This is an optimization exercise on Yosys and OpenROAD, whose aim is small area, a short achievable clock period and few clock cycles, not a production implementation.
Where RTL was checked, it was by simulation tests only, not by an equivalence proof against the original.

== main ==
==> flow/design.v (excerpt) <==
module std_sdiv_pipe #(
    parameter WIDTH = 32
) (
    input                           reset,
    input                           clk,
    input                           go,
    input  logic signed [WIDTH-1:0] left,
    input  logic signed [WIDTH-1:0] right,
    output logic signed [WIDTH-1:0] out_quotient,
    output logic signed [WIDTH-1:0] out_remainder,
    output logic                    done
);
  function automatic [5:0] clz32(input [31:0] x);
    logic [15:0] v1; logic [15:0]      c1;
    logic [7:0]  v2; logic [7:0][1:0]  c2;
    logic [3:0]  v4; logic [3:0][2:0]  c4;
    logic [1:0]  v8; logic [1:0][3:0]  c8;
    logic        v16; logic [4:0]      c16;
    integer i;
    begin
      for (i = 0; i < 16; i = i + 1) begin
        v1[i] = x[2*i+1] | x[2*i];
        c1[i] = ~x[2*i+1];
      end
      for (i = 0; i < 8; i = i + 1) begin
        v2[i] = v1[2*i+1] | v1[2*i];
        c2[i] = v1[2*i+1] ? {1'b0, c1[2*i+1]} : {1'b1, c1[2*i]};
      end
      for (i = 0; i < 4; i = i + 1) begin
  ...
==> flow/config.mk <==
export PLATFORM = sky130hd
export DESIGN_NAME = std_sdiv_pipe
export DESIGN_NICKNAME = std_sdiv_pipe
export VERILOG_FILES = /design/flow/design.v
export SDC_FILE = /design/flow/constraint.sdc
export NUM_CORES = 4
export LEC_CHECK = 0
export CAP_MARGIN = 20
export CORE_MARGIN = 2
export CORE_UTILIZATION = 40
export PLACE_DENSITY = 0.6
export SLEW_MARGIN = 20
==> flow/constraint.sdc <==
create_clock -name core_clock -period 6.0 [get_ports {clk}]
set_input_delay 1.2000 -clock core_clock [delete_from_list [all_inputs] [get_ports {clk}]]
set_output_delay 1.2000 -clock core_clock [all_outputs]
set_load 0.01 [all_outputs]
run.sh (not shown) runs the stock make flow with config.mk's settings and CLKGATE_MAP_FILE= SYNTH_SCRIPT=/design/flow/synth_recipe.tcl, a recipe that flattens the netlist after the stock synthesis.
Testbench counts of main, summed over its fixed seeds: cycles 12,688.
[inputs] the feature branch vs main
==> flow/flow/run.sh (new file) <==
#!/bin/bash
# The standard layout, with the port buffers made of the platform's
# smallest buffer (sky130_fd_sc_hd__buf_1) instead of the cell buffer_ports
# picks by itself. Every port still gets its own buffer.
set -euo pipefail
export BUFFER_PORTS_ARGS="-buffer_cell sky130_fd_sc_hd__buf_1"
bash standard.sh > standard.log 2>&1
==> flow/standard.sh (new file) <==
#!/bin/bash
# synth_recipe.tcl (not shown) runs the flow's synth.tcl, then flattens the netlist and writes it again
# the make line also repeats each setting of config.mk as NAME=value (left out here)
make -C /OpenROAD-flow-scripts/flow DESIGN_CONFIG=/design/flow/config.mk WORK_HOME=/design/flow/orfs CLKGATE_MAP_FILE= SYNTH_SCRIPT=/design/flow/synth_recipe.tcl "${@:-finish}"
--- a/flow/config.mk
+++ b/flow/config.mk
@@ -7,2 +7,3 @@
 export LEC_CHECK = 0
+export ABC_AREA = 1
 export CAP_MARGIN = 20
@@ -11,2 +12,3 @@
 export PLACE_DENSITY = 0.6
+export SETUP_SLACK_MARGIN = 1.8
 export SLEW_MARGIN = 20
removed: flow/run.sh
### Flow results
The feature branch completed every stage of the flow, and the final layout passed the timing, DRC and antenna checks. Synthesized area deteriorates in the feature branch relative to main. The lower die area of main and the feature branch is in main. Effective utilization at floorplan: the feature branch vs main, no meaningful difference.

Another version of the RTL of std_sdiv_pipe (not shown whole).
For scale: roughly 1,900 cells after synthesis, about 130 I/O pins.
==> flow/design.v (excerpt) <==
module std_sdiv_pipe #(
    parameter WIDTH = 32
) (
    input                           reset,
    input                           clk,
    input                           go,
    input  logic signed [WIDTH-1:0] left,
    input  logic signed [WIDTH-1:0] right,
    output logic signed [WIDTH-1:0] out_quotient,
    output logic signed [WIDTH-1:0] out_remainder,
    output logic                    done
);
  function automatic [5:0] clz32(input [31:0] x);
    logic [15:0] v1; logic [15:0]      c1;
    logic [7:0]  v2; logic [7:0][1:0]  c2;
    logic [3:0]  v4; logic [3:0][2:0]  c4;
    logic [1:0]  v8; logic [1:0][3:0]  c8;
    logic        v16; logic [4:0]      c16;
    integer i;
    begin
      for (i = 0; i < 16; i = i + 1) begin
        v1[i] = x[2*i+1] | x[2*i];
        c1[i] = ~x[2*i+1];
      end
      for (i = 0; i < 8; i = i + 1) begin
        v2[i] = v1[2*i+1] | v1[2*i];
        c2[i] = v1[2*i+1] ? {1'b0, c1[2*i+1]} : {1'b1, c1[2*i]};
      end
      for (i = 0; i < 4; i = i + 1) begin
        v4[i] = v2[2*i+1] | v2[2*i];
        c4[i] = v2[2*i+1] ? {1'b0, c2[2*i+1]} : {1'b1, c2[2*i]};
      end
      for (i = 0; i < 2; i = i + 1) begin
        v8[i] = v4[2*i+1] | v4[2*i];
  ...
clock: 6.0 ns
lec_check: 0
abc_area: 1
cap_margin: 20
core_margin: 2
core_utilization: 40
place_density: 0.6
setup_slack_margin: 1.8
slew_margin: 20
Stock flow here: none of the scripts above is used.
The first run ran to the end with no violations.
Next try:
SETUP_SLACK_MARGIN = 2.0   (was 1.8)
Result:
- The changed run finished clean
- worst setup slack improved by 77 ps
- die area is unchanged
- count of clock-buffer cells in the layout does not change
- utilization came out higher by 4.6 points
- non-clock buffer count is higher by 57
- wire length came out higher by 3.8%
Function was not checked in any run of this note: the RTL went through the layout flow alone.

## afterwards: timing with drivers on the ports
In the flow no input, the clock included, has a driving cell. The finished layouts below were timed again as built, in two steps. Step 1, drivers: a clkbuf_16 drives clk and a buf_2 each remaining input, both assumed. Step 2 moves the port delays by t, midway between the first and last clock arrival at a register: inputs arrive t later, outputs are due t later. That takes back most of the time a late clock gives input paths. a / b / c = ideal / step 1 / step 2; a / b = the first two.
| run | t (ns) | setup WS [ns] | worst hold slack (ns) | slew at the worst register clock pin (ns) |
|---|---|---|---|---|
| main | 0.411 | 0.396 / 0.396 / 0.396 | 0.591 / 0.591 / 0.591 | 0.09 / 0.09 |
| the feature branch | 0.428 | 1.962 / 1.962 / 1.962 | 0.539 / 0.539 / 0.539 | 0.10 / 0.10 |
| the first run of note 2 | 0.428 | 1.591 / 1.591 / 1.544 | 0.581 / 0.581 / 0.581 | 0.10 / 0.10 |
| the second run of note 2 | 0.436 | 1.667 / 1.667 / 1.620 | 0.584 / 0.584 / 0.584 | 0.10 / 0.10 |
After both steps setup and hold are still met in every run listed.
